From an optimization exercise on the open Yosys and OpenROAD flow, aimed at small area; shortcuts taken in it are not production practice. At most, simulation tests tie the RTL to the original design; equivalence was not proved. Only the layout flow was run in runs 2 to 4; the RTL was not checked for function there.

===== config.mk =====
export PLATFORM = sky130hd
export DESIGN_NAME = R2Sdf
export DESIGN_NICKNAME = R2Sdf
export VERILOG_FILES = /design/flow/design.v
export SDC_FILE = /design/flow/constraint.sdc
export NUM_CORES = 4
export LEC_CHECK = 0
export CAP_MARGIN = 20
export CORE_MARGIN = 2
export CORE_UTILIZATION = 40
export SLEW_MARGIN = 20

===== constraint.sdc =====
create_clock -name core_clock -period 12.0 [get_ports {clk}]
set_input_delay 2.4000 -clock core_clock [delete_from_list [all_inputs] [get_ports {clk}]]
set_output_delay 2.4000 -clock core_clock [all_outputs]
set_load 0.01 [all_outputs]

===== design.v =====
package R2SdfDefinesPkg;
  localparam int DW = 16, FW = DW - 1;
endpackage
module Rca #(
    parameter int W  = 8,
    parameter int FS = 1000
) (
    input  wire [W-1:0] a,
    input  wire [W-1:0] b,
    input  wire         cin,
    output wire [W-1:0] s
);
  wire [W:0] c;
  assign c[0] = cin;
  for (genvar i = 0; i < W; i++) begin : g_bit
    assign s[i] = a[i] ^ (b[i] ^ c[i]);
    if (i >= FS + 3 && (i - FS) % 4 == 3) begin : g_la
      wire [3:0] gg = a[i:i-3] & b[i:i-3];
      wire [3:0] pp = a[i:i-3] | b[i:i-3];
      assign c[i+1] = gg[3] | (pp[3] & gg[2]) | (pp[3] & pp[2] & gg[1]) |
                      (pp[3] & pp[2] & pp[1] & gg[0]) | (&pp & c[i-3]);
    end else begin : g_rc
      assign c[i+1] = (a[i] & b[i]) | (a[i] & c[i]) | (b[i] & c[i]);
    end
  end
endmodule
module ShAdd #(
    parameter int WA = 8,
    parameter int WB = 8,
    parameter int SH = 0,
    parameter int WO = 8,
    parameter int FA = 1000    
) (
    input  wire signed [WA-1:0] a,
    input  wire signed [WB-1:0] b,
    input  wire                 neg,
    output wire        [WO-1:0] y
);
  wire signed [WO-1:0] ae = a;
  wire signed [WO-SH-1:0] bx = b;
  wire [WO-SH-1:0] be = bx ^ {(WO - SH) {neg}};
  if (FA < 0) begin : g_ks
    assign y[WO-1:SH] = ae[WO-1:SH] + be + neg;
  end else begin : g_rc
    Rca #(WO - SH, (FA > SH) ? FA - SH : 0) u_add (
        .a  (ae[WO-1:SH]),
        .b  (be),
        .cin(neg),
        .s  (y[WO-1:SH])
    );
  end
  if (SH > 0) begin : g_lo
    assign y[SH-1:0] = ae[SH-1:0];
  end
endmodule
module DelayChain #(
    parameter int DW  = 8,
    parameter int LEN = 4
) (
    input  wire             clk,
    input  wire             rst_n,
    input  wire             en,
    input  wire  [DW-1 : 0] in,
    output logic [DW-1 : 0] out
);
  generate
    if (LEN == 0) begin : g_wire
      assign out = in;
    end else begin : g_chain
      logic [DW-1 : 0] dly[LEN];
      always_ff @(posedge clk, negedge rst_n) begin
        if (!rst_n) begin
          for (int i = 0; i < LEN; i++) dly[i] <= '0;
        end else if (en) begin
          dly[0] <= in;
          for (int i = 1; i < LEN; i++) dly[i] <= dly[i-1];
        end
      end
      assign out = dly[LEN-1];
    end
  endgenerate
endmodule
module DelayChainMem #(
    parameter int DW  = 8,
    parameter int LEN = 4
) (
    input  wire             clk,
    input  wire             rst_n,
    input  wire             en,
    input  wire  [DW-1 : 0] din,
    output logic [DW-1 : 0] dout
);
  logic [DW-1 : 0] dly[LEN];
  always_ff @(posedge clk) begin
    if (en) begin
      dly[0] <= din;
      for (int i = 1; i < LEN; i++) dly[i] <= dly[i-1];
    end
  end
  assign dout = dly[LEN-1];
endmodule
module Triv1 (
    input  wire [15:0] x,
    input  wire        neg,
    output wire [15:0] y
);
  wire pos = ~x[15];
  wire nz = |x;
  wire d = neg ? pos : (pos & nz);
  wire [16:0] b;
  wire [15:0] dec;
  assign b[0] = d;
  for (genvar i = 0; i < 16; i++) begin : g_dec
    assign dec[i] = x[i] ^ b[i];
    assign b[i+1] = b[i] & ~x[i];
  end
  wire fix = ~neg & x[15] & ~(|x[14:0]);
  assign y = neg ? ~dec : {dec[15:1], dec[0] | fix};
endmodule
module RotTriv (
    input  wire [15:0] ar,
    input  wire [15:0] ai,
    input  wire        j,
    input  wire        inv,
    output wire [15:0] re,
    output wire [15:0] im
);
  Triv1 u_re (
      .x  (j ? ai : ar),
      .neg(j & ~inv),
      .y  (re)
  );
  Triv1 u_im (
      .x  (j ? ar : ai),
      .neg(j & inv),
      .y  (im)
  );
endmodule
module Rot1 (
    input  wire [15:0] ar,
    input  wire [15:0] ai,
    input  wire        k,
    input  wire        inv,
    output wire [15:0] re,
    output wire [15:0] im
);
  RotTriv u_t (
      .ar (ar),
      .ai (ai),
      .j  (k),
      .inv(inv),
      .re (re),
      .im (im)
  );
endmodule
module Mul23170 (
    input  wire [16:0] u,
    output wire [15:0] p,
    output wire        lz
);
  wire [19:0] u5;
  wire [23:0] u65;
  wire [22:0] u45;
  wire [29:0] u11585;
  ShAdd #(17, 17, 2, 20, 12) a5 (.a(u), .b(u), .neg(1'b0), .y(u5));
  ShAdd #(17, 17, 6, 24, 12) a65 (.a(u), .b(u), .neg(1'b0), .y(u65));
  ShAdd #(20, 20, 3, 23, 12) a45 (.a(u5), .b(u5), .neg(1'b0), .y(u45));
  ShAdd #(24, 23, 8, 30, 12) a11585 (.a(u65), .b(u45), .neg(1'b0), .y(u11585));
  assign p  = u11585[29:14];
  assign lz = ~(|u11585[13:0]);
endmodule
module Rot2 (
    input  wire [15:0] ar,
    input  wire [15:0] ai,
    input  wire [ 1:0] k,
    input  wire        inv,
    output wire [15:0] re,
    output wire [15:0] im,
    output wire        zre,
    output wire        zim
);
  wire [15:0] t_re, t_im;
  RotTriv u_t (
      .ar (ar),
      .ai (ai),
      .j  (k[1]),
      .inv(inv),
      .re (t_re),
      .im (t_im)
  );
  wire [16:0] us, ud;
  Rca #(17, 12) u_s (
      .a  ({ar[15], ar}),
      .b  ({ai[15], ai}),
      .cin(1'b0),
      .s  (us)
  );
  Rca #(17, 12) u_d (
      .a  ({ar[15], ar}),
      .b  (~{ai[15], ai}),
      .cin(1'b1),
      .s  (ud)
  );
  wire [15:0] ms, md;
  wire zs, zd;
  Mul23170 u_ms (
      .u (us),
      .p (ms),
      .lz(zs)
  );
  Mul23170 u_md (
      .u (ud),
      .p (md),
      .lz(zd)
  );
  wire re_d = (k[1] == inv);
  wire re_n = k[1];
  wire im_n = inv;
  wire [15:0] m_re = re_d ? md : ms;
  wire [15:0] m_im = re_d ? ms : md;
  wire l_re = re_d ? zd : zs;
  wire l_im = re_d ? zs : zd;
  assign re = k[0] ? (m_re ^ {16{re_n}}) : t_re;
  assign im = k[0] ? (m_im ^ {16{im_n}}) : t_im;
  assign zre = k[0] & re_n & l_re;
  assign zim = k[0] & im_n & l_im;
endmodule
module Mcm3 (
    input  wire [15:0] x,
    output wire [30:0] p30273,
    output wire [30:0] n12539,
    output wire [30:0] p23170
);
  wire [18:0] x5;
  wire [22:0] x65;
  wire [21:0] x45;
  wire [27:0] t;
  wire [21:0] x49;
  wire [29:0] n12, x11585;
  ShAdd #(16, 16, 2, 19, 1000) a5 (.a(x), .b(x), .neg(1'b0), .y(x5));
  ShAdd #(16, 16, 6, 23, 1000) a65 (.a(x), .b(x), .neg(1'b0), .y(x65));
  ShAdd #(19, 19, 3, 22, 1000) a45 (.a(x5), .b(x5), .neg(1'b0), .y(x45));
  ShAdd #(23, 19, 9, 28, 1000) at (.a(x65), .b(x5), .neg(1'b1), .y(t));
  ShAdd #(28, 16, 15, 31, 1000) a30273 (.a(t), .b(x), .neg(1'b0), .y(p30273));
  ShAdd #(23, 16, 4, 22, 1000) a49 (.a(x65), .b(x), .neg(1'b1), .y(x49));
  ShAdd #(19, 22, 8, 30, 1000) a12539 (.a(x5), .b(x49), .neg(1'b1), .y(n12));
  ShAdd #(23, 22, 8, 30, 1000) a11585 (.a(x65), .b(x45), .neg(1'b0), .y(x11585));
  assign n12539 = {n12[29], n12};
  assign p23170 = {x11585, 1'b0};
endmodule
module Rot3Part (
    input  wire [30:0] xa0,   
    input  wire [30:0] xa1,   
    input  wire [30:0] xa2,   
    input  wire [15:0] xt,    
    input  wire [30:0] yb0,
    input  wire [30:0] yb1,
    input  wire [30:0] yb2,
    input  wire [15:0] yt,    
    input  wire [ 3:0] xs,    
    input  wire [ 3:0] ys,
    input  wire        nx,
    input  wire        ny,
    output wire [15:0] y,     
    output wire        z
);
  wire [30:0] xv = ({31{xs[0]}} & xa0) | ({31{xs[1]}} & xa1) | ({31{xs[2]}} & xa2) |
                   ({31{xs[3]}} & {{15{xt[15]}}, xt});
  wire [30:0] yv = ({31{ys[0]}} & yb0) | ({31{ys[1]}} & yb1) | ({31{ys[2]}} & yb2) |
                   ({31{ys[3]}} & {yt, 15'd0});
  wire b = nx ^ ny;
  wire c = ~nx & ny;
  wire both = nx & ny;
  wire [30:0] p;
  Rca #(31, 8) u_add (
      .a  (xv),
      .b  (yv ^ {31{b}}),
      .cin(c),
      .s  (p)
  );
  assign y = p[30:15] ^ {16{nx}};
  assign z = both & ~(|p[14:0]);
endmodule
module Rot3 (
    input  wire [15:0] ar,
    input  wire [15:0] ai,
    input  wire [ 2:0] k,
    input  wire        inv,
    output wire [15:0] re,
    output wire [15:0] im,
    output wire        zre,
    output wire        zim
);
  wire [30:0] a30, a12, a23, b30, b12, b23;
  Mcm3 u_ma (
      .x(ar),
      .p30273(a30),
      .n12539(a12),
      .p23170(a23)
  );
  Mcm3 u_mb (
      .x(ai),
      .p30273(b30),
      .n12539(b12),
      .p23170(b23)
  );
  logic [3:0] xs_re, ys_re, xs_im, ys_im;
  logic nx_re, ny_re, nx_im, ny_im;
  logic [15:0] xt_re, yt_re, xt_im, yt_im;
  logic [3:0] cm, sm;   
  always_comb begin
    case (k)
      3'd1, 3'd7: begin cm = 4'b0001; sm = 4'b0010; end
      3'd3, 3'd5: begin cm = 4'b0010; sm = 4'b0001; end
      3'd2, 3'd6: begin cm = 4'b0100; sm = 4'b0100; end
      default:    begin cm = 4'b1000; sm = 4'b1000; end
    endcase
    xt_re = ar; yt_re = ar; xt_im = ai; yt_im = ai;
    if (k[1:0] == 2'd0) begin
      if (!k[2]) begin
        xt_re = ar; yt_re = ar; nx_re = 1'b1; ny_re = 1'b0;
        xt_im = ai; yt_im = ai; nx_im = 1'b1; ny_im = 1'b0;
      end else begin
        xt_re = ai; yt_re = ai; nx_re = inv; ny_re = ~inv;
        xt_im = ar; yt_im = ar; nx_im = ~inv; ny_im = inv;
      end
      xs_re = 4'b1000; ys_re = 4'b1000; xs_im = 4'b1000; ys_im = 4'b1000;
    end else begin
      xs_re = cm; nx_re = k[2] ^ cm[1];
      ys_re = sm; ny_re = ~inv ^ sm[1];
      xs_im = sm; nx_im = inv ^ sm[1];
      ys_im = cm; ny_im = k[2] ^ cm[1];
    end
  end
  Rot3Part u_re (
      .xa0(a30), .xa1(a12), .xa2(a23), .xt(xt_re),
      .yb0(b30), .yb1(b12), .yb2(b23), .yt(yt_re),
      .xs(xs_re), .ys(ys_re), .nx(nx_re), .ny(ny_re), .y(re), .z(zre)
  );
  Rot3Part u_im (
      .xa0(a30), .xa1(a12), .xa2(a23), .xt(xt_im),
      .yb0(b30), .yb1(b12), .yb2(b23), .yt(yt_im),
      .xs(xs_im), .ys(ys_im), .nx(nx_im), .ny(ny_im), .y(im), .z(zim)
  );
endmodule
module Bf2Part (
    input  wire [15:0] x0,
    input  wire [15:0] x1v,   
    input  wire        x1z,
    input  wire        sel,
    input  wire        sc,
    output wire [15:0] z0,
    output wire [15:0] z1
);
  wire [16:0] x0e = {x0[15], x0};
  wire [16:0] x1e = {x1v[15], x1v};
  wire ov = sel & x1z & (x1v == 16'h7fff);
  wire [16:0] s, d;
  Rca #(17) u_sum (
      .a  (x0e),
      .b  (x1e & {17{sel}}),
      .cin(x1z & sel),
      .s  (s)
  );
  Rca #(17) u_dif (
      .a  (x0e & {17{sel}}),
      .b  (x1e ^ {17{sel}}),
      .cin(x1z ^ sel),
      .s  (d)
  );
  wire sh = sel & sc;
  assign z0 = sh ? {s[16] ^ ov, s[15:1]} : s[15:0];
  assign z1 = sh ? {d[16] ^ ov, d[15:1]} : d[15:0];
endmodule
module Bf2 (
    input  wire  signed [15:0] x0_re,
    input  wire  signed [15:0] x0_im,
    input  wire  signed [15:0] x1_re,
    input  wire  signed [15:0] x1_im,
    input  wire                x1z_re,
    input  wire                x1z_im,
    output logic signed [15:0] z0_re,
    output logic signed [15:0] z0_im,
    output logic signed [15:0] z1_re,
    output logic signed [15:0] z1_im,
    input  wire                sel,
    input  wire                scale
);
  Bf2Part u_re (
      .x0 (x0_re),
      .x1v(x1_re),
      .x1z(x1z_re),
      .sel(sel),
      .sc (scale),
      .z0 (z0_re),
      .z1 (z1_re)
  );
  Bf2Part u_im (
      .x0 (x0_im),
      .x1v(x1_im),
      .x1z(x1z_im),
      .sel(sel),
      .sc (scale),
      .z0 (z0_im),
      .z1 (z1_im)
  );
endmodule
module R2Sdf #(
    parameter int STG = 4
) (
    input  wire                clk,
    input  wire                rst_n,
    input  wire                en,
    input  wire                scale,
    input  wire                invexp,
    input  wire  signed [15:0] in_re,
    input  wire  signed [15:0] in_im,
    input  wire                in_sync,
    output logic signed [15:0] out_re,
    output logic signed [15:0] out_im,
    output logic               out_sync
);
  logic [3:0] ccnt, ccnt_next;
  assign ccnt_next = in_sync ? '0 : ccnt + 1'b1;
  always_ff @(posedge clk, negedge rst_n) begin
    if (!rst_n) ccnt <= '0;
    else if (en) ccnt <= ccnt_next;
  end
  always_ff @(posedge clk, negedge rst_n) begin
    if (!rst_n) out_sync <= '0;
    else if (en) out_sync <= ccnt == 4'd4;
  end
  logic [5:0] c0d;
  logic [3:0] c1d;
  logic [1:0] c2d;
  always_ff @(posedge clk, negedge rst_n) begin
    if (!rst_n) begin
      c0d <= '0;
      c1d <= '0;
      c2d <= '0;
    end else if (en) begin
      c0d <= {c0d[4:0], ccnt[0]};
      c1d <= {c1d[2:0], ccnt[1]};
      c2d <= {c2d[0], ccnt[2]};
    end
  end
  logic [15:0] x0_3re, x0_3im, z0_3re, z0_3im, z1_3re, z1_3im;
  Bf2 bf3 (
      .x0_re(x0_3re), .x0_im(x0_3im), .x1_re(in_re), .x1_im(in_im), .x1z_re(1'b0), .x1z_im(1'b0),
      .z0_re(z0_3re), .z0_im(z0_3im), .z1_re(z1_3re), .z1_im(z1_3im),
      .sel(ccnt[3]), .scale(scale)
  );
  DelayChainMem #(.DW(32), .LEN(8)) dl3 (
      .clk(clk), .rst_n(rst_n), .en(en),
      .din({z1_3re, z1_3im}), .dout({x0_3re, x0_3im})
  );
  logic [15:0] mi2_re, mi2_im, p2_re, p2_im, x1_2re, x1_2im;
  logic [2:0] k2;
  always_ff @(posedge clk) begin
    if (en) begin
      mi2_re <= z0_3re;
      mi2_im <= z0_3im;
      k2 <= ccnt[3] ? 3'd0 : ccnt[2:0];
    end
  end
  logic p2z_re, p2z_im, x1z_2re, x1z_2im;
  Rot3 rot2 (.ar(mi2_re), .ai(mi2_im), .k(k2), .inv(invexp), .re(p2_re), .im(p2_im),
             .zre(p2z_re), .zim(p2z_im));
  always_ff @(posedge clk) begin
    if (en) begin
      x1_2re <= p2_re;
      x1_2im <= p2_im;
      x1z_2re <= p2z_re;
      x1z_2im <= p2z_im;
    end
  end
  logic [15:0] x0_2re, x0_2im, z0_2re, z0_2im, z1_2re, z1_2im;
  Bf2 bf2 (
      .x0_re(x0_2re), .x0_im(x0_2im), .x1_re(x1_2re), .x1_im(x1_2im), .x1z_re(x1z_2re), .x1z_im(x1z_2im),
      .z0_re(z0_2re), .z0_im(z0_2im), .z1_re(z1_2re), .z1_im(z1_2im),
      .sel(c2d[1]), .scale(scale)
  );
  DelayChainMem #(.DW(32), .LEN(4)) dl2 (
      .clk(clk), .rst_n(rst_n), .en(en),
      .din({z1_2re, z1_2im}), .dout({x0_2re, x0_2im})
  );
  logic [15:0] mi1_re, mi1_im, p1_re, p1_im, x1_1re, x1_1im;
  logic [1:0] k1;
  always_ff @(posedge clk) begin
    if (en) begin
      mi1_re <= z0_2re;
      mi1_im <= z0_2im;
      k1 <= c2d[1] ? 2'd0 : {c1d[1], c0d[1]};
    end
  end
  logic p1z_re, p1z_im, x1z_1re, x1z_1im;
  Rot2 rot1 (.ar(mi1_re), .ai(mi1_im), .k(k1), .inv(invexp), .re(p1_re), .im(p1_im),
             .zre(p1z_re), .zim(p1z_im));
  always_ff @(posedge clk) begin
    if (en) begin
      x1_1re <= p1_re;
      x1_1im <= p1_im;
      x1z_1re <= p1z_re;
      x1z_1im <= p1z_im;
    end
  end
  logic [15:0] x0_1re, x0_1im, z0_1re, z0_1im, z1_1re, z1_1im;
  Bf2 bf1 (
      .x0_re(x0_1re), .x0_im(x0_1im), .x1_re(x1_1re), .x1_im(x1_1im), .x1z_re(x1z_1re), .x1z_im(x1z_1im),
      .z0_re(z0_1re), .z0_im(z0_1im), .z1_re(z1_1re), .z1_im(z1_1im),
      .sel(c1d[3]), .scale(scale)
  );
  DelayChainMem #(.DW(32), .LEN(2)) dl1 (
      .clk(clk), .rst_n(rst_n), .en(en),
      .din({z1_1re, z1_1im}), .dout({x0_1re, x0_1im})
  );
  logic [15:0] mi0_re, mi0_im, p0_re, p0_im, x1_0re, x1_0im;
  logic k0;
  always_ff @(posedge clk) begin
    if (en) begin
      mi0_re <= z0_1re;
      mi0_im <= z0_1im;
      k0 <= c1d[3] ? 1'b0 : c0d[3];
    end
  end
  Rot1 rot0 (.ar(mi0_re), .ai(mi0_im), .k(k0), .inv(invexp), .re(p0_re), .im(p0_im));
  always_ff @(posedge clk) begin
    if (en) begin
      x1_0re <= p0_re;
      x1_0im <= p0_im;
    end
  end
  logic [15:0] x0_0re, x0_0im, z0_0re, z0_0im, z1_0re, z1_0im;
  Bf2 bf0 (
      .x0_re(x0_0re), .x0_im(x0_0im), .x1_re(x1_0re), .x1_im(x1_0im), .x1z_re(1'b0), .x1z_im(1'b0),
      .z0_re(z0_0re), .z0_im(z0_0im), .z1_re(z1_0re), .z1_im(z1_0im),
      .sel(c0d[5]), .scale(scale)
  );
  DelayChainMem #(.DW(32), .LEN(1)) dl0 (
      .clk(clk), .rst_n(rst_n), .en(en),
      .din({z1_0re, z1_0im}), .dout({x0_0re, x0_0im})
  );
  always_ff @(posedge clk) begin
    if (en) begin
      out_re <= z0_0re;
      out_im <= z0_0im;
    end
  end
endmodule

===== run.sh =====
#!/bin/bash
# synth_recipe.tcl (not shown) runs the flow's synth.tcl, then flattens the netlist and writes it again
# the make line also repeats each setting of config.mk as NAME=value (left out here)
make -C /OpenROAD-flow-scripts/flow DESIGN_CONFIG=/design/flow/config.mk WORK_HOME=/design/flow/orfs CLKGATE_MAP_FILE= SYNTH_SCRIPT=/design/flow/synth_recipe.tcl finish

==> results of run 1 <==
-- state kept, by name, summed over array words and instances, names as in the netlist, 32 cells and up --
| signal | flops |
|---|---|
| dl1.dly | 64 |
| dl3.dly | 256 |
| dl0.dly | 32 |
| dl2.dly | 128 |
-- cell type report --
| class | instances | area [µm²] |
|---|---|---|
| diodes | 1 | 2.50 |
| clock buffers | 94 | 2120 |
| clock inverters | 57 | 684 |
| fillers | 12300 | 74800 |
| inverters | 509 | 1910 |
| multi-input cells | 2840 | 31000 |
| flip-flops and latches | 731 | 21900 |
| well taps | 1794 | 2240 |
| repair buffers | 286 | 2330 |
-- critical path: cells and delay by family, from the launching register on --
family | cells | cell delay [ns]
xor gates and xnor gates | 3 | 0.49
AOI/OAI and AO/OA | 2 | 0.44
buffers and inverters | 2 | 0.25
DFF | 1 | 0.44
adders and majority gates | 25 | 9.91
-- stage by stage --
step	utilization [%]	TNS, ns	hold WS [ns]	area [µm²]	setup WS [ns]
after floorplan	-	0	0.400	55100	0.00285
after global placement	43.0	-0.784	0.400	58900	-0.263
after detailed placement	43.0	-1.64	0.405	58900	-0.349
after CTS	45.2	0	0.383	61900	0.0000266
after global routing	45.4	-0.389	0.405	62200	-0.133
final	45.4	0	0.395	62200	0.224
-- Yosys cell counts, types with 10 or more instances --
| cell type | instances |
|---|---|
| nand4_1 | 31 |
| o221ai_1 | 25 |
| nor2_1 | 150 |
| nand2_1 | 318 |
| clkbuf_1 | 80 |
| a22o_1 | 13 |
| dfrtp_1 | 17 |
| nand4b_1 | 12 |
| maj3_1 | 41 |
| nor2b_1 | 20 |
| nor3_1 | 28 |
| and2_1 | 18 |
| edfxtp_1 | 714 |
| o21ai_0 | 84 |
| buf_1 | 43 |
| a211oi_1 | 17 |
| or3_1 | 10 |
| o211ai_1 | 29 |
| buf_2 | 26 |
| xnor2_1 | 237 |
| o21bai_1 | 11 |
| fa_1 | 700 |
| nor4_1 | 18 |
| a21oi_1 | 161 |
| ha_1 | 262 |
| nand2b_1 | 22 |
| mux2_2 | 132 |
| nand3_1 | 18 |
| a31oi_1 | 25 |
| mux2i_1 | 242 |
| inv_1 | 504 |
| a22oi_1 | 25 |
| xor2_1 | 54 |
-- path summary, 6_finish.rpt --
| path | from | cells past startpoint | slack, ns | endpoint |
|---|---|---|---|---|
| max | mi2_im[0] | 32 | 0.22 | x1_2im[15] |
| max reg2reg | mi2_im[0] | 32 | 0.22 | x1_2im[15] |
| min | dl3.dly[3][22] | 0 | 0.40 | dl3.dly[4][22] |
| min in group asynchronous | rst_n | 1 | 2.15 | c0d[4] |
| min reg2reg | dl3.dly[3][22] | 0 | 0.40 | dl3.dly[4][22] |
| max in group asynchronous | rst_n | 1 | 9.33 | c1d[3] |
-- routing by layer --
layer	wire, µm	up-vias	global-route usage (%)	part of all wire, %
met3	5750	235	2.55	4.4
met4	5790	0	7.65	4.4
met1	57500	16600	25.8	44
met5	0	-	0	0
li1	-	15000	-	-
met2	62400	747	31.2	47
-- timing repair --
| action | CTS | global route |
|---|---|---|
| pin swaps | 12 | 30 |
| gates resized for setup | 42 | 101 |
| setup endpoints to repair | 8 | 17 |
| buffers inserted | 5 | 5 |
-- logic make-up after synthesis --
kind of cell | Yosys count | synth area share [%]
adders and majority gates | 1008 | 32.2
DFF | 731 | 39.7
and+or+nand+nor | 677 | 5.57
buffers and inverters | 672 | 4.79
AOI/OAI and AO/OA | 484 | 5.76
muxes | 376 | 7.14
xor gates and xnor gates | 295 | 4.78
==> out/metrics.csv, run 1 <==
metric;value;unit
outcome;complete, no violations;
path_class;reg -> reg;
critPathRequiredTime;12.43;ns
vias;32500;
stdcell_count;6312;
yosysTopAreaCell;edfxtp_1;
detail-route-antenna-nets;0;
dp.cells;6150;
critPathLaunchType;register;
clk_pin_slew_worst_paths;0.06;ns
clkLatencyLatePin;0.70;ns
core_area;137000;µm²
num_rows;136;
grt_max_degree;145;
synth_nets;5243;
drc;0;
yosys_warnings;10;
post-route-period-util;98.1;%
ys_seq_area_share;39.7;%
synth.distinct_cells;87;
syn-instance-count;4243;
layout_min_cycle_time;11.78;ns
layout_common_cells;714 x edfxtp_1, 598 x fa_1, 490 x inv_1;
syn_area;55100;µm²
syn_avg_cell_area;13.0;µm²
numCtsBuffers;82;
nNetsFinal;5450;
path_max_fanout;4;
area_growth;12.9;%
relSlewSlack;29.1;%
end_kind;register;
async_flop_share;2.33;%
drt_iter0_drc;2277;
grt_pass1_vias;34900;
slowest_stage;fa_1;
grt_pass1_wl;206000;µm
cts-root-buf;clkbuf_16;
synthTopCellsByArea;edfxtp_1 39%, fa_1 25%, ha_1 6.0%;
io_pins;71;
io_buffers;70;
vias_per_cell;5.15;
final.setup_skew;0.0427;ns
place_congestion;0.960;
synth-edff-count;714;
mostFrequentLayoutCell;edfxtp_1;
routed_wl;131000;µm
synth-main-ff-cell;edfxtp_1;
grt_setup_unrepaired;true;
die_w;375;µm
critPathMaxStageDelay;0.59;ns
cap_viol_max_count;0;
htree_levels;3;
gr-total-overflow;0;
die_y;375;µm
drive_gt1_share;14.9;%
cts_buffer_depth;3;
hpwlAfterDp;101000;µm
grt_antenna_before_repair;2;
cp.arrival;12.21;ns
worst_path_most_repeated_cell;fa_1;
synth_seq_cells;731;
slew_violations;0;
firstDrtPassIters;5;
max_freq;84.9;MHz
initial_core_util;40.2;%
hold_path.class;reg -> reg;
routedWlPerCell;20.8;µm
grtUsageTotal;19.1;%
fp.dieArea;141000;µm²
finalHoldViolCount;0;
cts_sinks;731;
cts_tree;done;
setup_viol;0;
tightest_slew;1.06;ns
synth_top_area_share;38.9;%
cts_hold_buffers;0;
==> run 2: changes to the inputs <==
--- a/design.v
+++ b/design.v
@@ -272,7 +272,7 @@
   wire c = ~nx & ny;
   wire both = nx & ny;
   wire [30:0] p;
-  Rca #(31, 8) u_add (
+  Rca #(31, 12) u_add (
       .a  (xv),
       .b  (yv ^ {31{b}}),
       .cin(c),
--- a/config.mk
+++ b/config.mk
@@ -5,6 +5,7 @@
 export SDC_FILE = /design/flow/constraint.sdc
 export NUM_CORES = 4
 export LEC_CHECK = 0
+export ABC_AREA = 1
 export CAP_MARGIN = 20
 export CORE_MARGIN = 2
 export CORE_UTILIZATION = 40
==> out/metrics.csv, run 2 <==
metric;value;unit
cp.arrival;12.24;ns
cp.buffers_inverters;6;
synth_top_area_share;39.6;%
final.setup_skew;0.0602;ns
mostFrequentLayoutCell;nand2_1;
firstDrtPassIters;6;
synth.distinct_cells;57;
min_delay_worst_endpoint;dl2.dly[1][21];
drt_iter0_drc;2632;
worstSetupPathDepth;49;
io_buffers;70;
place_area;57700;µm²
clkLatencyLatePin;0.70;ns
vias_per_cell;5.00;
core_area;135000;µm²
synthTopCellsByArea;edfxtp_1 40%, fa_1 26%, ha_1 6.0%;
io_pins;71;
routedWlPerCell;19.0;µm
nNetsFinal;5894;
layout_common_cells;800 x nand2_1, 714 x edfxtp_1, 693 x inv_1;
layout_min_cycle_time;11.79;ns
end_kind;register;
dp.cells;6574;
drc;0;
ys_seq_area_share;40.3;%
cts_buffer_depth;3;
cts_hold_buffers;0;
synth-main-ff-cell;edfxtp_1;
grt_antenna_before_repair;1;
grtUsageTotal;19.0;%
routed_wl;128000;µm
syn_avg_cell_area;11.5;µm²
max_freq;84.8;MHz
yosys-top-cells-count;806 x nand2_1, 714 x edfxtp_1, 705 x inv_1;
r2r-start;mi2_im[0];
met3_usage;2.81;%
yosysMostFrequentCell;nand2_1;
synth_seq_cells;731;
finalInstanceArea;60800;µm²
worstHoldStart;dl2.dly[0][21];
critPathLaunchType;register;
r2r_setup_slack;0.21;ns
grt_setup_unrepaired;true;
grt_util_met1;25.7;%
async_flop_share;2.33;%
slew_violations;0;
reg2reg_to;x1_2re[15];
cts_sinks;731;
path_class;reg -> reg;
finalHoldViolCount;0;
syn_area;54200;µm²
htree_levels;3;
whs_path_depth;0;
slowest_stage;fa_1;
vias;33700;
hpwlAfterDp;99600;µm
syn-instance-count;4714;
stdcell_count;6738;
clk_pin_slew_worst_paths;0.06;ns
cpLargestDelayFamily;adder cells;
tightest_slew;1.25;ns
cts-root-buf;clkbuf_16;
cap_viol_max_count;0;
die_y;372;µm
post-route-period-util;98.3;%
critPathMaxStageDelay;0.51;ns
cts_tree;done;
grt_max_degree;169;
initial_core_util;40.2;%
numCtsBuffers;80;
grt_pass1_wl;201000;µm
registers.top_by_ff_count;dl3.dly;
synth_nets;5716;
reg2reg_depth;49;
area_growth;12.1;%
yosysTopAreaCell;edfxtp_1;
drive_gt1_share;10.0;%
detail-route-antenna-nets;0;
path_max_fanout;2;
worst_path_most_repeated_cell;fa_2;
largest_reg_flops;256;
reg.largest.list;dl3.dly x256, dl2.dly x128, dl1.dly x64;
hold_path.class;reg -> reg;
num_rows;135;
grt_pass1_vias;35000;
fp.dieArea;138000;µm²
critPathRequiredTime;12.45;ns
gr-total-overflow;0;
outcome;complete, no violations;
die_w;372;µm
busiest_layer;met2;
synth-edff-count;714;
relSlewSlack;16.1;%
setup_viol;0;
yosys_warnings;10;
use_met2;31.1;%
place_congestion;0.942;
-- run 2: changes by cell type after synthesis, moves of 91 or more --
| cell | delta |
|---|---|
| nand2_1 | +488 |
| o21ai_0 | +204 |
| inv_1 | +201 |
| xnor2_1 | -155 |
| mux2i_1 | -146 |
| mux2_2 | -126 |
| xor2_1 | +91 |
-- run 2: per-stage QoR --
| stage | util [%] | hold WS [ns] | TNS [ns] | setup slack [ns] |
|---|---|---|---|---|
| after floorplan | - | 0.400 | 0 | 0.0131 |
| after global placement | 42.8 | 0.400 | -0.782 | -0.377 |
| after detailed placement | 42.8 | 0.405 | -1.18 | -0.448 |
| after CTS | 44.9 | 0.391 | 0 | 0.00259 |
| after global routing | 45.0 | 0.396 | -0.371 | -0.183 |
| final | 45.0 | 0.393 | 0 | 0.207 |
-- run 2: layout make-up --
cell class                 count  area [µm²]
antenna                        1        2.50
clock buffer                 102        2120
clock inverter                44         505
fill                       12400       74200
inverter                     714        2680
multi-input combinational   3115       29300
sequential                   731       21900
tap                         1781        2230
timing repair buffer         250        2090
-- run 2: cell families after synthesis --
group | Yosys count | share of synthesized area [%]
adders and majority gates | 967 | 32.0
AOI/OAI and AO/OA | 531 | 5.55
xor gates and xnor gates | 232 | 3.84
buffers and inverters | 868 | 6.25
and+or+nand+nor | 1283 | 10.1
muxes | 102 | 1.90
DFF | 731 | 40.3
-- run 2: worst register-to-register path, delay by kind of cell, from the launching register on --
kind	cells	cell delay, ns
buffers and inverters	6	0.39
AOI/OAI and AO/OA	1	0.04
xor gates and xnor gates	4	0.65
adders and majority gates	29	9.34
and+or+nand+nor	9	0.78
DFF	1	0.36
-- run 2: worst max-delay path by stage --
stage,from,endpoint
after floorplan,mi2_im[0],x1_2re[15]
after global placement,mi2_im[0],x1_2re[15]
after detailed placement,mi2_im[0],x1_2re[15]
after CTS,mi2_im[0],x1_2re[15]
after global routing,mi2_im[0],x1_2re[15]
final,mi2_im[0],x1_2re[15]
-- run 2: repair_timing --
| item | in CTS | in global routing |
|---|---|---|
| resized for setup | 52 | 60 |
| endpoints found under the hold margin | 0 | 0 |
| endpoints found under the setup margin | 4 | 8 |
| pin swaps | 13 | 28 |
| buffers inserted | 11 | 5 |
-- run 2: layer usage --
metal	wire (µm)	up-vias
li1	-	15900
met1	56200	16900
met2	61400	786
met3	5820	218
met4	4850	2
met5	13	-
==> run 3: changes to the inputs <==
--- a/config.mk
+++ b/config.mk
@@ -8,5 +8,5 @@
 export ABC_AREA = 1
 export CAP_MARGIN = 20
 export CORE_MARGIN = 2
-export CORE_UTILIZATION = 40
+export CORE_UTILIZATION = 60
 export SLEW_MARGIN = 20
==> out/metrics.csv, run 3 <==
metric;value;unit
layout_min_cycle_time;11.81;ns
r2r-start;mi2_im[0];
slew_violations;0;
area_growth;10.9;%
cpLargestDelayFamily;adder cells;
io_pins;71;
dp.cells;5967;
critPathLaunchType;register;
synth-xor-area-share;3.84;%
setup_viol;0;
fin_ws;0.192;ns
synth_top_family_by_area;adder cells;
cts-root-buf;clkbuf_16;
grt_pass1_wl;202000;µm
largest_reg_flops;256;
register_area;21900;µm²
synthMuxAreaShare;1.90;%
grt_antenna_before_repair;2;
core_area;89700;µm²
reg.largest.list;dl3.dly x256, dl2.dly x128, dl1.dly x64;
ys_seq_area_share;40.3;%
multi_input_area;29300;µm²
grt_setup_unrepaired;true;
firstDrtPassIters;6;
path_max_fanout;2;
worstHoldStart;dl1.dly[0][14];
cp.arrival;12.22;ns
post-route-period-util;98.4;%
clk_pin_slew_worst_paths;0.07;ns
stdcell_count;6128;
routedWlPerCell;21.0;µm
met3_usage;3.29;%
grt_pass1_vias;35200;
synth_fa_ha_area_share;32.0;%
worst_path_most_repeated_cell;fa_2;
grt_max_degree;180;
routed_wl;129000;µm
layout_common_cells;799 x nand2_1, 714 x edfxtp_1, 689 x inv_1;
synth_nets;5716;
critical_path.startpoint;mi2_im[0];
fp.dieArea;92800;µm²
cts_tree;done;
slowest_stage;fa_1;
synth.distinct_cells;57;
syn-instance-count;4714;
nNetsFinal;5886;
cp.buffers_inverters;6;
fillers;6908;
num_rows;110;
synth-edff-count;714;
syn_avg_cell_area;11.5;µm²
synth_seq_cells;731;
syn_area;54200;µm²
htree_levels;3;
cts_buffer_depth;3;
drive_gt1_share;10.3;%
registers.top_by_ff_count;dl3.dly;
cts_sinks;731;
mostFrequentLayoutCell;nand2_1;
die_w;305;µm
dp_slack;-0.362;ns
path_class;reg -> reg;
tightest_slew;1.06;ns
use_met2;45.6;%
yosysMostFrequentCell;nand2_1;
initial_core_util;60.4;%
vias_per_cell;5.59;
clkLatencyLatePin;0.70;ns
finalHoldViolCount;0;
outcome;complete, no violations;
busiest_layer;met2;
grt_util_met1;40.1;%
yosys_warnings;10;
synth-main-ff-cell;edfxtp_1;
critPathRequiredTime;12.41;ns
drt_iter0_drc;2679;
yosys.area_share.simple;10.1;%
yosysTopAreaCell;edfxtp_1;
gr-total-overflow;0;
max_freq;84.7;MHz
place_congestion;0.978;
hpwlAfterDp;99800;µm
critPathMaxStageDelay;0.55;ns
synthTopCellsByArea;edfxtp_1 40%, fa_1 26%, ha_1 6.0%;
async_flop_share;2.33;%
end_kind;register;
relSlewSlack;29.2;%
detail-route-antenna-nets;0;
synth_top_area_share;39.6;%
cap_viol_max_count;0;
final.setup_skew;0.0554;ns
numCtsBuffers;80;
synth_compound_area_share;5.55;%
drc;0;
die_y;305;µm
grtUsageTotal;28.7;%
yosys-top-cells-count;806 x nand2_1, 714 x edfxtp_1, 705 x inv_1;
hold_path.class;reg -> reg;
io_buffers;70;
vias;34300;
==> run 3: cell type report <==
type                            count  area share, %
Clock inverter                     56           1.19
Clock buffer                       93           3.44
Inverter                          714           4.46
Tap cell                         1176           2.45
Timing Repair Buffer              242           3.38
Sequential cell                   731           36.4
Antenna cell                        1        0.00416
Multi-Input combinational cell   3115           48.7
==> run 3: final timing paths <==
check / to / slack [ns] / depth (start not counted)
setup / recovery: x1_2re[15] / 0.19 / 49
hold / removal: dl1.dly[1][14] / 0.39 / 0
setup reg to reg: x1_2re[15] / 0.19 / 49
hold reg to reg: dl1.dly[1][14] / 0.39 / 0
max in group asynchronous: ccnt[3] / 9.05 / 1
min in group asynchronous: ccnt[2] / 2.28 / 1
==> run 3: logic make-up (layout without fill, tap and decap cells) <==
kind of cell    Yosys count  count (layout)
fa+ha+maj               967             967
xor+xnor                232             232
flops                   731             731
other cells               0               1
compound gates          531             531
buf+inv                 868            1105
mux                     102             102
simple gates           1283            1283
==> run 3: layer usage <==
metal  vias up  wire, µm
met2      1087     60600
met1     17000     55000
met3       267      6870
met5         -         0
li1      15900         -
met4         0      6450
==> run 3: per-stage QoR <==
stage | hold slack (ns) | utilization (%) | TNS, ns | instance area (µm²)
floorplan | 0.400 | - | 0 | 54200
global placement | 0.400 | 63.5 | -0.355 | 57000
detailed placement | 0.405 | 63.5 | -0.940 | 57000
CTS | 0.390 | 66.8 | 0 | 59900
global route | 0.390 | 67.0 | -0.288 | 60100
finish | 0.391 | 67.0 | 0 | 60100
==> run 3: what timing repair did <==
item,CTS,global route
hold buffers,0,0
buffers inserted,7,4
cloned,0,0
resized for setup,54,65
setup endpoints to repair,4,13
pin swaps,14,27
==> run 4: changes to the inputs <==
--- a/config.mk
+++ b/config.mk
@@ -6,7 +6,7 @@
 export NUM_CORES = 4
 export LEC_CHECK = 0
 export ABC_AREA = 1
-export CAP_MARGIN = 20
+export CAP_MARGIN = 0
 export CORE_MARGIN = 2
-export CORE_UTILIZATION = 60
-export SLEW_MARGIN = 20
+export CORE_UTILIZATION = 40
+export SLEW_MARGIN = 0
==> out/metrics.csv, run 4 <==
metric;value;unit
yosys-top-cells-count;806 x nand2_1, 714 x edfxtp_1, 705 x inv_1;
cts_tree;done;
syn_avg_cell_area;11.5;µm²
end_kind;register;
cts-root-buf;clkbuf_16;
finalHoldViolCount;0;
synth.distinct_cells;57;
yosysTopAreaCell;edfxtp_1;
final.setup_skew;0.0607;ns
routedWlPerCell;19.0;µm
syn_area;54200;µm²
fp.dieArea;138000;µm²
drt_iter0_drc;2520;
fin_util;45.0;%
slowest_stage;fa_1;
routed_wl;128000;µm
die_w;372;µm
drive_gt1_share;9.97;%
grt_pass1_wl;201000;µm
cts_sinks;731;
cap_viol_max_count;0;
synthTopCellsByArea;edfxtp_1 40%, fa_1 26%, ha_1 6.0%;
cts_buffer_depth;3;
gr-total-overflow;0;
path_class;reg -> reg;
core_area;135000;µm²
grt_max_degree;169;
grt_pass1_vias;35000;
io_pins;71;
grt_setup_unrepaired;true;
async_flop_share;2.33;%
mostFrequentLayoutCell;nand2_1;
max_freq;84.7;MHz
post-route-period-util;98.3;%
grt_antenna_before_repair;1;
synth-edff-count;714;
critPathRequiredTime;12.45;ns
htree_levels;3;
vias;33700;
firstDrtPassIters;5;
detail-route-antenna-nets;0;
worst_path_most_repeated_cell;fa_2;
hpwlAfterDp;99600;µm
reg2reg_depth;49;
setup_viol;0;
dp_slack;-0.448;ns
fin_ws;0.199;ns
tightest_slew;1.25;ns
yosys_warnings;10;
critPathLaunchType;register;
registers.top_by_ff_count;dl3.dly;
stdcell_count;6737;
synth_seq_cells;731;
slew_violations;0;
synth_nets;5716;
cts_hold_buffers;0;
area_growth;12.1;%
yosysMostFrequentCell;nand2_1;
ys_seq_area_share;40.3;%
numCtsBuffers;80;
layout_min_cycle_time;11.80;ns
synth_top_area_share;39.6;%
hold_path.class;reg -> reg;
path_max_fanout;2;
reg.largest.list;dl3.dly x256, dl2.dly x128, dl1.dly x64;
drc;0;
critPathMaxStageDelay;0.51;ns
layout_common_cells;800 x nand2_1, 714 x edfxtp_1, 694 x inv_1;
place_congestion;0.942;
num_rows;135;
synth-main-ff-cell;edfxtp_1;
clkLatencyLatePin;0.70;ns
largest_reg_flops;256;
vias_per_cell;5.01;
initial_core_util;40.2;%
dp.cells;6574;
nNetsFinal;5893;
outcome;complete, no violations;
fin_setup_tns;0;ns
relSlewSlack;15.8;%
cp.arrival;12.25;ns
whs_path_depth;0;
grtUsageTotal;19.0;%
io_buffers;70;
die_y;372;µm
syn-instance-count;4714;
clk_pin_slew_worst_paths;0.06;ns
[run 4: cell counts after synthesis]
No cell type changed its count.
[run 4: final cells by class]
type | instances | area, µm²
repair buffers | 249 | 2070
flip-flops and latches | 731 | 21900
multi-input cells | 3115 | 29300
inverters | 714 | 2680
diodes | 1 | 2.50
clock inverters | 44 | 505
clock buffers | 102 | 2120
well taps | 1781 | 2230
fillers | 12400 | 74200
[run 4: timing repair]
item | in CTS | in global routing
pin swaps | 13 | 28
resized for setup | 52 | 60
buffers inserted | 11 | 5
endpoints found under the setup margin | 4 | 8
[run 4: kinds of logic after synthesis]
| family | Yosys count | share of synthesized area, % |
|---|---|---|
| muxes | 102 | 1.90 |
| xor gates and xnor gates | 232 | 3.84 |
| adders and majority gates | 967 | 32.0 |
| buffers and inverters | 868 | 6.25 |
| DFF | 731 | 40.3 |
| AOI/OAI and AO/OA | 531 | 5.55 |
| and+or+nand+nor | 1283 | 10.1 |
[run 4: metal layers]
metal,vias up,wire length [µm],GRT usage (%)
met5,-,13,0
met4,2,4870,6.92
met3,225,5940,2.81
met2,780,61400,31.1
met1,16900,56000,25.7
li1,15900,-,-
[run 4: worst paths after layout]
path,start,end,slack [ns]
min in group asynchronous,rst_n,c0d[0],2.19
worst max-delay path,mi2_im[0],x1_2re[15],0.20
worst min register to register,dl2.dly[0][21],dl2.dly[1][21],0.39
worst min-delay path,dl2.dly[0][21],dl2.dly[1][21],0.39
worst max register to register,mi2_im[0],x1_2re[15],0.20
max in group asynchronous,rst_n,ccnt[3],9.23
[run 4: worst max-delay path: cells and delay by family (launching register included)]
family	cells	cell delay (ns)
AOI/OAI and AO/OA	1	0.04
DFF	1	0.36
and+or+nand+nor	9	0.78
xor gates and xnor gates	4	0.64
buffers and inverters	6	0.39
adders and majority gates	29	9.31
[run 4: stage by stage]
step | area, µm² | hold slack (ns)
after floorplan | 54200 | 0.400
after detailed placement | 57700 | 0.405
final | 60700 | 0.394
after global placement | 57700 | 0.400
after CTS | 60500 | 0.391
after global routing | 60700 | 0.396
==> run 5: changes to the inputs <==
--- a/design.v
+++ b/design.v
@@ -362,12 +362,14 @@
       .cin(x1z & sel),
       .s  (s)
   );
+  wire [16:0] nd;
   Rca #(17) u_dif (
-      .a  (x0e & {17{sel}}),
-      .b  (x1e ^ {17{sel}}),
-      .cin(x1z ^ sel),
-      .s  (d)
+      .a  (~(x0e & {17{sel}})),
+      .b  (~(x1e ^ {17{sel}})),
+      .cin(~(x1z ^ sel)),
+      .s  (nd)
   );
+  assign d = ~nd;
   wire sh = sel & sc;
   assign z0 = sh ? {s[16] ^ ov, s[15:1]} : s[15:0];
   assign z1 = sh ? {d[16] ^ ov, d[15:1]} : d[15:0];
--- a/config.mk
+++ b/config.mk
@@ -6,7 +6,8 @@
 export NUM_CORES = 4
 export LEC_CHECK = 0
 export ABC_AREA = 1
-export CAP_MARGIN = 0
+export CAP_MARGIN = 20
 export CORE_MARGIN = 2
 export CORE_UTILIZATION = 40
-export SLEW_MARGIN = 0
+export CTS_BUF_LIST = sky130_fd_sc_hd__clkbuf_4
+export SLEW_MARGIN = 20
==> out/metrics.csv, run 5 <==
metric;value;unit
outcome;complete, no violations;
finalHoldViolCount;0;
critPathLaunchType;register;
cts-root-buf;clkbuf_4;
core_area;134000;µm²
path_max_fanout;3;
mostFrequentLayoutCell;nand2_1;
cp.buffers_inverters;8;
place_congestion;0.951;
detail-route-antenna-nets;0;
cts_tree;done;
synth_fa_ha_area_share;31.9;%
reg2reg_to;x1_2re[15];
gr-total-overflow;0;
syn_area;54000;µm²
yosys_warnings;10;
synth_nets;5679;
layout_min_cycle_time;11.76;ns
synth-xor-area-share;3.86;%
die_y;371;µm
critical_path.startpoint;mi2_im[0];
grt_pass1_wl;212000;µm
cts_buffer_depth;3;
synth.distinct_cells;60;
fp.dieArea;138000;µm²
clk_pin_slew_worst_paths;0.07;ns
async_flop_share;2.33;%
drt_iter0_drc;2494;
synth-edff-count;714;
grt_setup_unrepaired;true;
reg.largest.list;dl3.dly x256, dl2.dly x128, dl1.dly x64;
drc;0;
cp.arrival;12.65;ns
routedWlPerCell;19.7;µm
syn-instance-count;4685;
cap_viol_max_count;0;
drive_gt1_share;14.0;%
grt_antenna_before_repair;4;
grt_pass1_vias;36100;
routed_wl;136000;µm
r2r_setup_slack;0.24;ns
cts_sinks;731;
cp-endpoint;x1_2re[15];
htree_levels;4;
synthTopCellsByArea;edfxtp_1 40%, fa_1 26%, ha_1 6.1%;
syn_avg_cell_area;11.5;µm²
io_buffers;70;
initial_core_util;40.4;%
die_w;371;µm
end_kind;register;
max_freq;85.0;MHz
cts_hold_buffers;0;
yosysTopAreaCell;edfxtp_1;
reg2reg_depth;48;
cpLargestDelayFamily;adder cells;
synth_top_family_by_area;adder cells;
registers.top_by_ff_count;dl3.dly;
tightest_slew;1.05;ns
fin_setup_tns;0;ns
synth_top_area_share;39.7;%
vias_per_cell;5.01;
area_growth;12.1;%
synth-main-ff-cell;edfxtp_1;
synthMuxAreaShare;1.77;%
layout_common_cells;809 x nand2_1, 714 x edfxtp_1, 674 x inv_1;
grtUsageTotal;20.3;%
firstDrtPassIters;6;
worst_path_most_repeated_cell;fa_2;
slowest_stage;fa_1;
slew_violations;0;
setup_viol;0;
final.setup_skew;0.117;ns
dp_slack;-0.416;ns
path_class;reg -> reg;
critPathRequiredTime;12.89;ns
nNetsFinal;5971;
largest_reg_flops;256;
yosys.area_share.simple;10.3;%
num_rows;134;
yosys-top-cells-count;815 x nand2_1, 714 x edfxtp_1, 694 x fa_1;
synth_seq_cells;731;
yosysMostFrequentCell;nand2_1;
vias;34600;
grt_max_degree;184;
synth_compound_area_share;5.45;%
worstSetupPathDepth;48;
numCtsBuffers;197;
relSlewSlack;29.9;%
r2r-start;mi2_im[0];
hpwlAfterDp;105000;µm
io_pins;71;
hold_path.class;reg -> reg;
critPathMaxStageDelay;0.46;ns
ys_seq_area_share;40.5;%
fin_ws;0.240;ns
clkLatencyLatePin;1.18;ns
post-route-period-util;98.0;%
[run 5: cell types whose count changed after synthesis, moves of 9 or more]
cell	change
a21oi_1	+32
buf_1	-9
buf_2	+9
inv_1	-16
mux2i_1	-14
nand2_1	+9
nor2_1	+21
o21ai_0	-66
o221ai_1	+10
xnor2_1	-12
[run 5: cell type report]
class / count / area (µm²)
antenna: 6 / 15.0
clock buffer: 278 / 2090
clock inverter: 75 / 444
fill: 12400 / 73100
inverter: 700 / 2640
multi-input combinational: 3099 / 29100
sequential: 731 / 21900
tap: 1768 / 2210
timing repair buffer: 248 / 2080
[run 5: per-layer routing]
layer  share of wire (%)  track usage, %
met5                   0               0
met2                  48            33.8
met4                 3.4            7.41
met1                  44            26.8
met3                 4.8            3.17
[run 5: worst min path at each step]
| stage | startpoint | endpoint | slack [ns] | depth (start not counted) |
|---|---|---|---|---|
| after CTS | dl2.dly[0][29] | dl2.dly[1][29] | 0.36 | 0 |
| after detailed placement | dl2.dly[0][3] | dl2.dly[1][3] | 0.40 | 0 |
| after floorplan | dl1.dly[0][0] | dl1.dly[1][0] | 0.40 | 0 |
| final | dl2.dly[2][16] | dl2.dly[3][16] | 0.35 | 0 |
| after global placement | dl2.dly[0][25] | dl2.dly[1][25] | 0.40 | 0 |
| after global routing | dl2.dly[0][29] | dl2.dly[1][29] | 0.37 | 0 |
[run 5: kinds of logic after synthesis]
group           after synthesis
flops                       731
fa+ha+maj                   960
simple gates               1307
mux                          94
buf+inv                     855
xor+xnor                    230
compound gates              508
[run 5: worst reg2reg max path: cells and delay by family (launching register included)]
kind            cells  cell delay [ns]
fa+ha+maj          29             9.20
simple gates        5             0.66
xor+xnor            4             0.65
buf+inv             8             0.56
flops               1             0.37
compound gates      2             0.12
[run 5: repair_timing]
item,4_1_cts,5_1_grt
buffers inserted,2,8
resized for setup,58,68
endpoints found under the setup margin,4,10
pin swaps,8,18
[run 5: per-stage QoR]
stage | hold slack, ns | instance area [µm²] | util, % | std cells
after floorplan | 0.400 | 54000 | - | 4685
after global placement | 0.400 | 57500 | 43.1 | 6536
after detailed placement | 0.405 | 57500 | 43.1 | 6536
after CTS | 0.357 | 60200 | 45.1 | 6891
after global routing | 0.369 | 60500 | 45.3 | 6905
final | 0.346 | 60500 | 45.3 | 6905
==> run 6: changes to the inputs <==
--- a/config.mk
+++ b/config.mk
@@ -9,5 +9,5 @@
 export CAP_MARGIN = 20
 export CORE_MARGIN = 2
 export CORE_UTILIZATION = 40
-export CTS_BUF_LIST = sky130_fd_sc_hd__clkbuf_4
+export CTS_BUF_LIST = sky130_fd_sc_hd__clkbuf_8
 export SLEW_MARGIN = 20
==> out/metrics.csv, run 6 <==
metric;value;unit
cts-root-buf;clkbuf_8;
grt_setup_unrepaired;true;
cts_sinks;731;
gr-total-overflow;0;
cpLargestDelayFamily;adder cells;
layout_min_cycle_time;11.81;ns
vias_per_cell;5.04;
post-route-period-util;98.4;%
routed_wl;135000;µm
cts_hold_buffers;0;
clkLatencyLatePin;0.84;ns
mostFrequentLayoutCell;nand2_1;
holdWs;0.392;ns
reg.largest.list;dl3.dly x256, dl2.dly x128, dl1.dly x64;
io_buffers;70;
registers.top_by_ff_count;dl3.dly;
synth.distinct_cells;60;
drc;0;
synthMuxAreaShare;1.77;%
core_area;134000;µm²
area_growth;11.8;%
syn_area;54000;µm²
grtUsageTotal;20.2;%
synth_compound_area_share;5.45;%
routedWlPerCell;20.0;µm
vias;34200;
synth-main-ff-cell;edfxtp_1;
cts_buffer_depth;3;
die_y;371;µm
place_congestion;0.951;
syn-instance-count;4685;
cp.arrival;12.40;ns
synth-edff-count;714;
initial_core_util;40.4;%
largest_reg_flops;256;
r2r_setup_slack;0.19;ns
critPathMaxStageDelay;0.46;ns
htree_levels;4;
synth_top_family_by_area;adder cells;
finalHoldViolCount;0;
outcome;complete, no violations;
clk_pin_slew_worst_paths;0.07;ns
firstDrtPassIters;6;
detail-route-antenna-nets;0;
worst_path_most_repeated_cell;fa_1;
yosys_warnings;10;
setup_viol;0;
worstHoldStart;dl2.dly[1][23];
final.setup_skew;0.0437;ns
yosysTopAreaCell;edfxtp_1;
synth_top_area_share;39.7;%
critPathLaunchType;register;
grt_max_degree;184;
synth-xor-area-share;3.86;%
yosys-top-cells-count;815 x nand2_1, 714 x edfxtp_1, 694 x fa_1;
nNetsFinal;5907;
io_pins;71;
synthTopCellsByArea;edfxtp_1 40%, fa_1 26%, ha_1 6.1%;
tightest_slew;1.07;ns
cp.buffers_inverters;4;
relSlewSlack;28.7;%
numCtsBuffers;133;
synth_nets;5679;
max_freq;84.7;MHz
cap_viol_max_count;0;
critical_path.startpoint;mi2_re[0];
grt_pass1_wl;211000;µm
path_max_fanout;3;
synth_seq_cells;731;
r2r-start;mi2_re[0];
slew_violations;0;
grt_pass1_vias;35400;
drt_iter0_drc;2552;
grt_antenna_before_repair;4;
syn_avg_cell_area;11.5;µm²
die_w;371;µm
yosys.area_share.simple;10.3;%
synth_fa_ha_area_share;31.9;%
cts_tree;done;
ys_seq_area_share;40.5;%
num_rows;134;
hold_path.class;reg -> reg;
path_class;reg -> reg;
fp.dieArea;138000;µm²
drive_gt1_share;11.6;%
layout_common_cells;809 x nand2_1, 714 x edfxtp_1, 708 x inv_1;
end_kind;register;
slowest_stage;fa_2;
critPathRequiredTime;12.59;ns
yosysMostFrequentCell;nand2_1;
async_flop_share;2.33;%
hpwlAfterDp;105000;µm
## run 6: metal layers
layer	GRT usage, %	vias up	part of all wire [%]
met4	6.87	2	3.5
met3	3.37	267	4.9
met2	33.7	871	48
met1	26.9	17100	44
met5	0	-	0.0096
li1	-	15900	-
## run 6: cells by family after synthesis
kind of cell,Yosys count
buffers and inverters,855
and+or+nand+nor,1307
xor gates and xnor gates,230
adders and majority gates,960
muxes,94
AOI/OAI and AO/OA,508
DFF,731
## run 6: layout make-up
cell class              count  area, µm²
inverters                 700       2640
clock inverters            94        532
fillers                 12400      73300
diodes                      3       7.51
multi-input cells        3099      29100
flip-flops and latches    731      21900
well taps                1768       2210
repair buffers            248       2080
clock buffers             137       1890
## run 6: through the flow
stage	area (µm²)	cells	setup TNS, ns	util [%]	worst slack [ns]
3_5_place_dp	57500	6536	-1.02	43.1	-0.416
5_1_grt	60400	6779	-0.415	45.2	-0.215
4_1_cts	60100	6769	0	45.0	0.0106
6_report	60400	6780	0	45.2	0.189
2_1_floorplan	54000	4685	0	-	0.00626
3_3_place_gp	57500	6536	-0.644	43.1	-0.343
## run 6: what timing repair did
item,CTS,global route
setup endpoints to repair,4,10
resized for setup,61,66
pin swaps,8,14
buffers inserted,2,8
## run 6: worst paths after layout
kind                                        to  cells after the start
worst max-delay path                x1_2im[15]                     35
worst min-delay path            dl2.dly[2][23]                      0
worst max register to register      x1_2im[15]                     35
worst min register to register  dl2.dly[2][23]                      0
max in group asynchronous               c2d[1]                      1
min in group asynchronous             out_sync                      1
==> run 7: changes to the inputs <==
--- a/config.mk
+++ b/config.mk
@@ -9,5 +9,7 @@
 export CAP_MARGIN = 20
 export CORE_MARGIN = 2
 export CORE_UTILIZATION = 40
-export CTS_BUF_LIST = sky130_fd_sc_hd__clkbuf_8
+export CTS_CLUSTER_DIAMETER = 100
+export CTS_CLUSTER_SIZE = 20
+export SETUP_SLACK_MARGIN = 0.3
 export SLEW_MARGIN = 20
==> out/metrics.csv, run 7 <==
metric;value;unit
outcome;complete, no violations;
layout_common_cells;806 x nand2_1, 714 x edfxtp_1, 666 x inv_1;
initial_core_util;40.4;%
slew_violations;0;
yosysMostFrequentCell;nand2_1;
cts_buffer_depth;3;
busiest_layer;met2;
synth_top_area_share;39.7;%
r2r-start;mi2_im[0];
yosysTopAreaCell;edfxtp_1;
die_y;371;µm
synth-edff-count;714;
grt_pass1_vias;34600;
whs_path_depth;0;
nNetsFinal;5802;
setup_viol;0;
cts_sinks;731;
drc;0;
async_flop_share;2.33;%
vias;33600;
final.setup_skew;0.0683;ns
fin_setup_tns;0;ns
tightest_slew;0.979;ns
worstHoldStart;dl3.dly[3][6];
path_class;reg -> reg;
cts_hold_buffers;0;
synthTopCellsByArea;edfxtp_1 40%, fa_1 26%, ha_1 6.1%;
yosys_warnings;10;
critPathRequiredTime;12.38;ns
layout_min_cycle_time;11.71;ns
reg2reg_to;x1_2re[15];
hold_path.class;reg -> reg;
vias_per_cell;5.08;
htree_levels;2;
use_met2;32.8;%
mostFrequentLayoutCell;nand2_1;
grt_setup_unrepaired;true;
end_kind;register;
grtUsageTotal;19.4;%
grt_antenna_before_repair;2;
largest_reg_flops;256;
worst_path_most_repeated_cell;fa_2;
clk_pin_slew_worst_paths;0.08;ns
r2r_setup_slack;0.29;ns
fillers;12300;
drive_gt1_share;10.8;%
numCtsBuffers;47;
syn_avg_cell_area;11.5;µm²
reg2reg_depth;47;
area_growth;10.2;%
place_congestion;0.946;
grt_util_met1;26.4;%
cp.arrival;12.09;ns
grt_max_degree;170;
syn_area;54000;µm²
num_rows;134;
path_max_fanout;3;
cts-root-buf;clkbuf_16;
detail-route-antenna-nets;0;
hpwlAfterDp;104000;µm
synth_nets;5679;
firstDrtPassIters;6;
io_buffers;70;
finalHoldViolCount;0;
holdWs;0.373;ns
io_pins;71;
registers.top_by_ff_count;dl3.dly;
die_w;371;µm
routed_wl;131000;µm
reg.largest.list;dl3.dly x256, dl2.dly x128, dl1.dly x64;
routedWlPerCell;19.9;µm
synth.distinct_cells;60;
synth_seq_cells;731;
cap_viol_max_count;0;
met3_usage;2.03;%
fp.dieArea;138000;µm²
slowest_stage;fa_2;
critPathLaunchType;register;
relSlewSlack;34.6;%
drt_iter0_drc;2644;
gr-total-overflow;0;
ys_seq_area_share;40.5;%
yosys-top-cells-count;815 x nand2_1, 714 x edfxtp_1, 694 x fa_1;
post-route-period-util;97.6;%
cts_tree;done;
core_area;134000;µm²
clkLatencyLatePin;0.69;ns
synth-main-ff-cell;edfxtp_1;
grt_pass1_wl;205000;µm
max_freq;85.4;MHz
min_delay_worst_endpoint;dl3.dly[4][6];
syn-instance-count;4685;
critPathMaxStageDelay;0.54;ns
==> run 7: changes by cell type in the layout (fill, tap and decap cells not counted), sizes merged <==
cell / previous run / this run
clkinv: 49 / 9
bufinv: 2 / 0
buf: 179 / 160
clkinvlp: 5 / 2
clkbuf: 137 / 64
diode: 3 / 1
inv: 738 / 702
==> run 7: layout make-up <==
| cell class | count | area [µm²] | share of cell area, % |
|---|---|---|---|
| inverters | 700 | 2650 | 4.45 |
| repair buffers | 229 | 1920 | 3.24 |
| diodes | 1 | 2.50 | 0.00421 |
| well taps | 1768 | 2210 | 3.72 |
| flip-flops and latches | 731 | 21900 | 36.8 |
| clock buffers | 64 | 1260 | 2.12 |
| clock inverters | 13 | 188 | 0.316 |
| multi-input cells | 3099 | 29400 | 49.4 |
==> run 7: per-layer routing <==
| layer | vias to the layer above | part of all wire (%) |
|---|---|---|
| li1 | 15700 | - |
| met1 | 16900 | 43 |
| met2 | 799 | 49 |
| met3 | 207 | 4.7 |
| met4 | 2 | 3.3 |
| met5 | - | 0.0099 |
==> run 7: worst max-delay path by stage <==
stage | from | end | slack (ns) | cells past startpoint
floorplan | mi2_im[0] | x1_2re[15] | 0.30 | 47
global placement | mi2_im[0] | x1_2re[15] | 0.01 | 47
detailed placement | mi2_im[0] | x1_2re[15] | -0.09 | 47
CTS | mi2_re[0] | x1_2re[15] | 0.16 | 47
global route | mi2_re[0] | x1_2re[15] | -0.05 | 48
finish | mi2_im[0] | x1_2re[15] | 0.29 | 47
==> run 7: repair_timing <==
action,in CTS,in global routing
endpoints found under the setup margin,4,17
buffers inserted,2,16
gates resized for setup,51,85
hold endpoints to repair,0,0
pin swaps,20,31
==> run 7: cell families (layout without fill, tap and decap cells) <==
family | count (synthesis) | count (layout) | share of synthesized area [%]
other | 0 | 1 | 0
AOI/OAI and AO/OA | 508 | 508 | 5.45
buffers and inverters | 855 | 1006 | 6.19
adders and majority gates | 960 | 960 | 31.9
DFF | 731 | 731 | 40.5
xor gates and xnor gates | 230 | 230 | 3.86
and+or+nand+nor | 1307 | 1307 | 10.3
muxes | 94 | 94 | 1.77
==> run 7: through the flow <==
step	area, µm²	util [%]	cells	setup slack [ns]
after global placement	57500	43.0	6509	0.0125
final	59500	44.5	6605	0.293
after global routing	59500	44.5	6604	-0.0535
after floorplan	54100	-	4685	0.304
after CTS	59100	44.2	6588	0.163
after detailed placement	57500	43.0	6509	-0.0868
==> run 7: worst max-delay path: cells and delay by family, from the launching register on <==
| family | cells | cell delay, ns |
|---|---|---|
| AOI/OAI and AO/OA | 3 | 0.34 |
| xor gates and xnor gates | 4 | 0.59 |
| adders and majority gates | 29 | 9.24 |
| buffers and inverters | 7 | 0.43 |
| DFF | 1 | 0.40 |
| and+or+nand+nor | 4 | 0.39 |

-- re-timing with driven ports --
Ports are ideal in the flow. The routed layouts listed here were re-timed in OpenROAD.
Step 1, drivers: a clkbuf_16 drives clk and a buf_2 each remaining input, both assumed.
Step 2 adds t to the input delays and takes it off the output delays; t is the mean of the earliest and latest rising clock arrival at the registers after step 1. Input paths then give back, and output paths get back, about the clock's delay inside the block.
Three values: no drivers, after step 1, after step 2; two values: the first two.
run | t (ns) | setup WS [ns] | slew at the worst register clock pin (ns) | worst data-port slew with drivers (ns)
run 1 | 0.755 | 0.224 / 0.224 / 0.224 | 0.09 / 0.09 | 0.24
run 2 | 0.754 | 0.207 / 0.207 / 0.207 | 0.07 / 0.07 | 0.12
run 3 | 0.738 | 0.192 / 0.192 / 0.192 | 0.07 / 0.07 | 0.12
run 4 | 0.752 | 0.199 / 0.199 / 0.199 | 0.07 / 0.07 | 0.12
run 5 | 1.191 | 0.240 / 0.240 / 0.240 | 0.08 / 0.08 | 0.09
run 6 | 0.887 | 0.189 / 0.189 / 0.189 | 0.07 / 0.07 | 0.09
run 7 | 0.722 | 0.293 / 0.293 / 0.293 | 0.09 / 0.09 | 0.08
After both steps every run listed still meets setup and hold.
